Background: an optimization exercise with open tools, aiming at small area, a short achievable clock period and few clock cycles per item. Do not read the settings as production practice. In this exercise RTL edits were held to simulation tests only and were not proved equivalent to the original. Power and IR drop assume default switching activity.

## JK
==> flow/design.v <==
module JAM (
    input CLK,
    input RST,
    output reg [2:0] W,
    output reg [2:0] J,
    input [6:0] Cost,
    output reg [3:0] MatchCount,
    output reg [9:0] MinCost,
    output Valid
);
localparam S_COL = 4'd0, S_ROW = 4'd1, S_RK1 = 4'd2, S_RK2 = 4'd3,
           S_RK3 = 4'd4, S_INIT = 4'd5, S_SRCH = 4'd6, S_DRAIN = 4'd7,
           S_FIN = 4'd8, S_DONE = 4'd9;
localparam K_TRY = 2'd0, K_LEAF = 2'd1, K_RR = 2'd2;
reg  [3:0]  st;
reg  [3:0]  pst;          
reg  [6:0]  v [0:7];      
reg  [6:0]  u [0:7];      
reg  [2:0]  z [0:7];      
reg  [3:0]  key [0:6];    
reg  [2:0]  rank [0:7];   
reg  [6:0]  m1, m2;       
reg  [2:0]  z1;           
reg         rk;           
reg         rk2;          
reg  [2:0]  rrow;         
reg  [3:0]  nkey;         
reg  [2:0]  k;            
reg  [7:0]  used;         
reg  [1:0]  kind;
reg  [2:0]  jstk [0:6];   
reg  [6:0]  creg;
reg  [7:0]  uvreg;        
reg  [2:0]  pw, pj, pk;
reg  [7:0]  pused;
reg  [1:0]  pkind;
reg         pvld;
reg  [9:0]  bud;          
integer i;
assign Valid = (st == S_DONE);
function [3:0] next_job;
    input [7:0] m;        
    input [2:0] zr;
    input [2:0] a;        
    input       first;    
    reg   [7:0] mz;
    integer n;
    begin
        mz = m | (8'd1 << zr);
        next_job = 4'd8;
        if (first && !m[zr]) next_job = {1'b0, zr};
        else
            for (n = 7; n >= 0; n = n - 1)
                if (!mz[n] && (first || a == zr || n > a)) next_job = n;
    end
endfunction
function [2:0] row_at;
    input [2:0] x;
    input [23:0] rv;
    integer n;
    begin
        row_at = 3'd0;
        for (n = 0; n < 8; n = n + 1)
            if (rv[3*n +: 3] == x) row_at = n;
    end
endfunction
wire [23:0] rkv = {rank[7], rank[6], rank[5], rank[4], rank[3], rank[2], rank[1], rank[0]};
wire [6:0] cmin = (pw == 3'd0 || creg < m1) ? creg : m1;
wire [6:0] cv = creg - uvreg[6:0];      
wire       lt1 = cv < m1;
wire       lt2 = cv < m2;
wire       new1 = (pj == 3'd0) || lt1;
wire [6:0] gap = m2 - m1;
reg  [7:0] gt, ge;
always @(*) begin
    for (i = 0; i < 8; i = i + 1) begin
        gt[i] = (i < 7) && (i < rrow) && (nkey > key[i < 7 ? i : 0]);
        ge[i] = (i < 7) && (i < rrow) && !(nkey > key[i < 7 ? i : 0]);
    end
end
wire [2:0] nge = ge[0] + ge[1] + ge[2] + ge[3] + ge[4] + ge[5] + ge[6];
wire [6:0] r = creg - uvreg[6:0];       
wire       le = {3'd0, r} <= bud;
wire       lt = {3'd0, r} < bud;
wire       eq = {3'd0, r} == bud;
wire       push = pvld && (pkind == K_TRY) && le;
wire [2:0] kdn = k - 3'd1;
wire [2:0] row_dn = row_at(kdn, rkv);
wire [2:0] jdn = jstk[kdn];
wire [3:0] nsib = next_job(used, z[W], J, 1'b0);
wire       has_sib = (kind != K_LEAF) && !nsib[3];
wire [2:0] kup = pk + 3'd1;
wire [2:0] row_up = row_at(kup, rkv);
wire [7:0] used_up = pused | (8'd1 << pj);
wire [3:0] nchild = next_job(used_up, z[row_up], 3'd0, 1'b1);
wire [2:0] row_0 = row_at(3'd0, rkv);
always @(posedge CLK) begin
    creg <= Cost;
    uvreg <= ((st == S_ROW) ? 8'd0 : {1'b0, u[W]}) + {1'b0, v[J]};
    pw <= W;
    pj <= J;
    pk <= k;
    pused <= used;
    pkind <= kind;
    pst <= st;
    if (RST) begin
        st <= S_COL;
        pst <= S_DONE;
        W <= 3'd0;
        J <= 3'd0;
        MinCost <= 10'd0;
        MatchCount <= 4'd0;
        rk <= 1'b0;
        rk2 <= 1'b0;
        pvld <= 1'b0;
    end else begin
        rk <= 1'b0;
        if (pst == S_COL) begin
            m1 <= cmin;
            if (pw == 3'd7) begin
                v[pj] <= cmin;
                MinCost <= MinCost + cmin;
            end
        end
        if (pst == S_ROW) begin
            if (new1) begin
                m1 <= cv;
                z1 <= pj;
            end
            m2 <= (pj == 3'd0) ? 7'd127 : lt1 ? m1 : lt2 ? cv : m2;
            if (pj == 3'd7) begin
                rk <= 1'b1;
                rrow <= pw;
            end
        end
        if (rk) begin
            u[rrow] <= m1;
            z[rrow] <= z1;
            MinCost <= MinCost + m1;
            nkey <= (gap > 7'd15) ? 4'd15 : gap[3:0];
        end
        rk2 <= rk;
        if (rk2) begin
            for (i = 0; i < 8; i = i + 1)
                if (gt[i]) rank[i] <= rank[i] + 3'd1;
            rank[rrow] <= nge;
            if (rrow != 3'd7) key[rrow] <= nkey;
        end
        if ((st == S_SRCH || st == S_DRAIN) && pvld) begin
            case (pkind)
            K_TRY:  if (le) bud <= bud - r;
            K_LEAF: if (lt) begin
                        bud <= {3'd0, r};
                        MatchCount <= 4'd1;
                    end else if (eq)
                        MatchCount <= MatchCount + 4'd1;
            default: bud <= bud + r;
            endcase
        end
        if (push) jstk[pk] <= pj;
        case (st)
        S_COL: begin
            W <= W + 3'd1;
            if (W == 3'd7) begin
                J <= J + 3'd1;
                if (J == 3'd7) st <= S_ROW;
            end
        end
        S_ROW: begin
            J <= J + 3'd1;
            if (J == 3'd7) begin
                W <= W + 3'd1;
                if (W == 3'd7) st <= S_RK1;
            end
        end
        S_RK1: st <= S_RK2;
        S_RK2: st <= S_RK3;
        S_RK3: st <= S_INIT;
        S_INIT: begin
            st <= S_SRCH;
            W <= row_0;
            J <= z[row_0];
            k <= 3'd0;
            used <= 8'd0;
            kind <= K_TRY;
            bud <= 10'd1023;
            MatchCount <= 4'd0;
            pvld <= 1'b0;
        end
        S_SRCH, S_DRAIN: begin
            if (push) begin
                k <= kup;
                used <= used_up;
                W <= row_up;
                J <= nchild[2:0];
                kind <= (kup == 3'd7) ? K_LEAF : K_TRY;
                pvld <= 1'b0;
                st <= S_SRCH;
            end else if (st == S_DRAIN) begin
                st <= S_FIN;
            end else if (has_sib) begin
                J <= nsib[2:0];
                kind <= K_TRY;
                pvld <= 1'b1;
            end else if (k != 3'd0) begin
                k <= kdn;
                used <= used & ~(8'd1 << jdn);
                W <= row_dn;
                J <= jdn;
                kind <= K_RR;
                pvld <= 1'b1;
            end else begin
                st <= S_DRAIN;
                pvld <= 1'b1;
            end
        end
        S_FIN: begin
            MinCost <= MinCost + bud;
            st <= S_DONE;
        end
        default: ;
        endcase
    end
end
endmodule
make LEC_CHECK=0 ABC_CLOCK_PERIOD_IN_PS=3500 CAP_MARGIN=20 CORE_MARGIN=2 CORE_UTILIZATION=40 PLACE_DENSITY=0.6 SETUP_SLACK_MARGIN=5 SLEW_MARGIN=20 finish   # period 9.0 ns
run.sh (not shown) runs the stock make flow with config.mk's settings and CLKGATE_MAP_FILE= SYNTH_SCRIPT=/design/flow/synth_recipe.tcl, a recipe that flattens the netlist after the stock synthesis.
Testbench counts of JK, summed over its fixed seeds: cycles 3,785, jobs 12.
--- input diff JK..MS ---
--- a/flow/design.v
+++ b/flow/design.v
@@ -39,19 +39,21 @@
 integer i;
 assign Valid = (st == S_DONE);
 function [3:0] next_job;
-    input [7:0] m;        
-    input [2:0] zr;
-    input [2:0] a;        
-    input       first;    
-    reg   [7:0] mz;
+    input [7:0] m;
+    input [2:0] s;
+    input [2:0] a;
+    input       first;
+    reg   [15:0] mm;
+    reg   [7:0]  rot;
+    reg   [2:0]  pos;
     integer n;
     begin
-        mz = m | (8'd1 << zr);
+        mm = {m, m} >> s;
+        rot = mm[7:0];
+        pos = a - s;
         next_job = 4'd8;
-        if (first && !m[zr]) next_job = {1'b0, zr};
-        else
-            for (n = 7; n >= 0; n = n - 1)
-                if (!mz[n] && (first || a == zr || n > a)) next_job = n;
+        for (n = 7; n >= 0; n = n - 1)
+            if (!rot[n] && (first || n > pos)) next_job = {1'b0, s + n[2:0]};
     end
 endfunction
 function [2:0] row_at;
Results
Power consumption: MS vs JK down 7.2%
Compared with JK, wire length the detailed router placed on met1 in MS increased by more than 10%.
MS vs. JK: power in sequential cells ~0 delta; area taken by flip-flops and latches ~0 delta.
The run showing the greater number of setup buffers added after CTS is MS.
Re floorplan die width: MS is about 2.8% up on JK.
The run showing the greater total half-perimeter wirelength after legalization and detailed placement is MS.
Count of flip-flops and latches came out exactly the same in JK and MS.
Startpoint of the most critical setup path: creg[0] -> MS, m1[1] -> JK
Changes observed in MS relative to JK: setup slack lower; portion of the post-synthesis area used by sequential elements shows a reduction of 2.8 points.
Fraction of layout instances using a drive strength above 1: MS > JK
JK → MS: synthesized cell count has increased; post-route cell area now larger.
Testbench counts of MS, summed over its fixed seeds: cycles 3,440, jobs 12.

## static timing again, ports no longer ideal
No port has a modelled driver above. Below, the same layouts with a new extraction and two added sets of constraints. Step 1: set_driving_cell puts a clkbuf_16 on CLK and a buf_2 on each other input, an assumption about the parent block. Step 2, shift: input delay + t, output delay - t, t = (earliest + latest rising clock arrival at the registers) / 2. This alone moves slack from input paths to output paths. a / b / c = ideal / step 1 / step 2; a / b = the first two.
| run | t, ns | slack for setup (ns) | worst register clock-pin slew, ns |
|---|---|---|---|
| JK | 0.591 | 4.757 / 4.757 / 4.306 | 0.06 / 0.06 |
| MS | 0.603 | 4.601 / 4.601 / 4.417 | 0.06 / 0.06 |
After both steps setup and hold are still met in every run listed. The setup slack of JK, which loses most, moves by 0.000 ns with the drivers and by -0.451 ns with both steps.
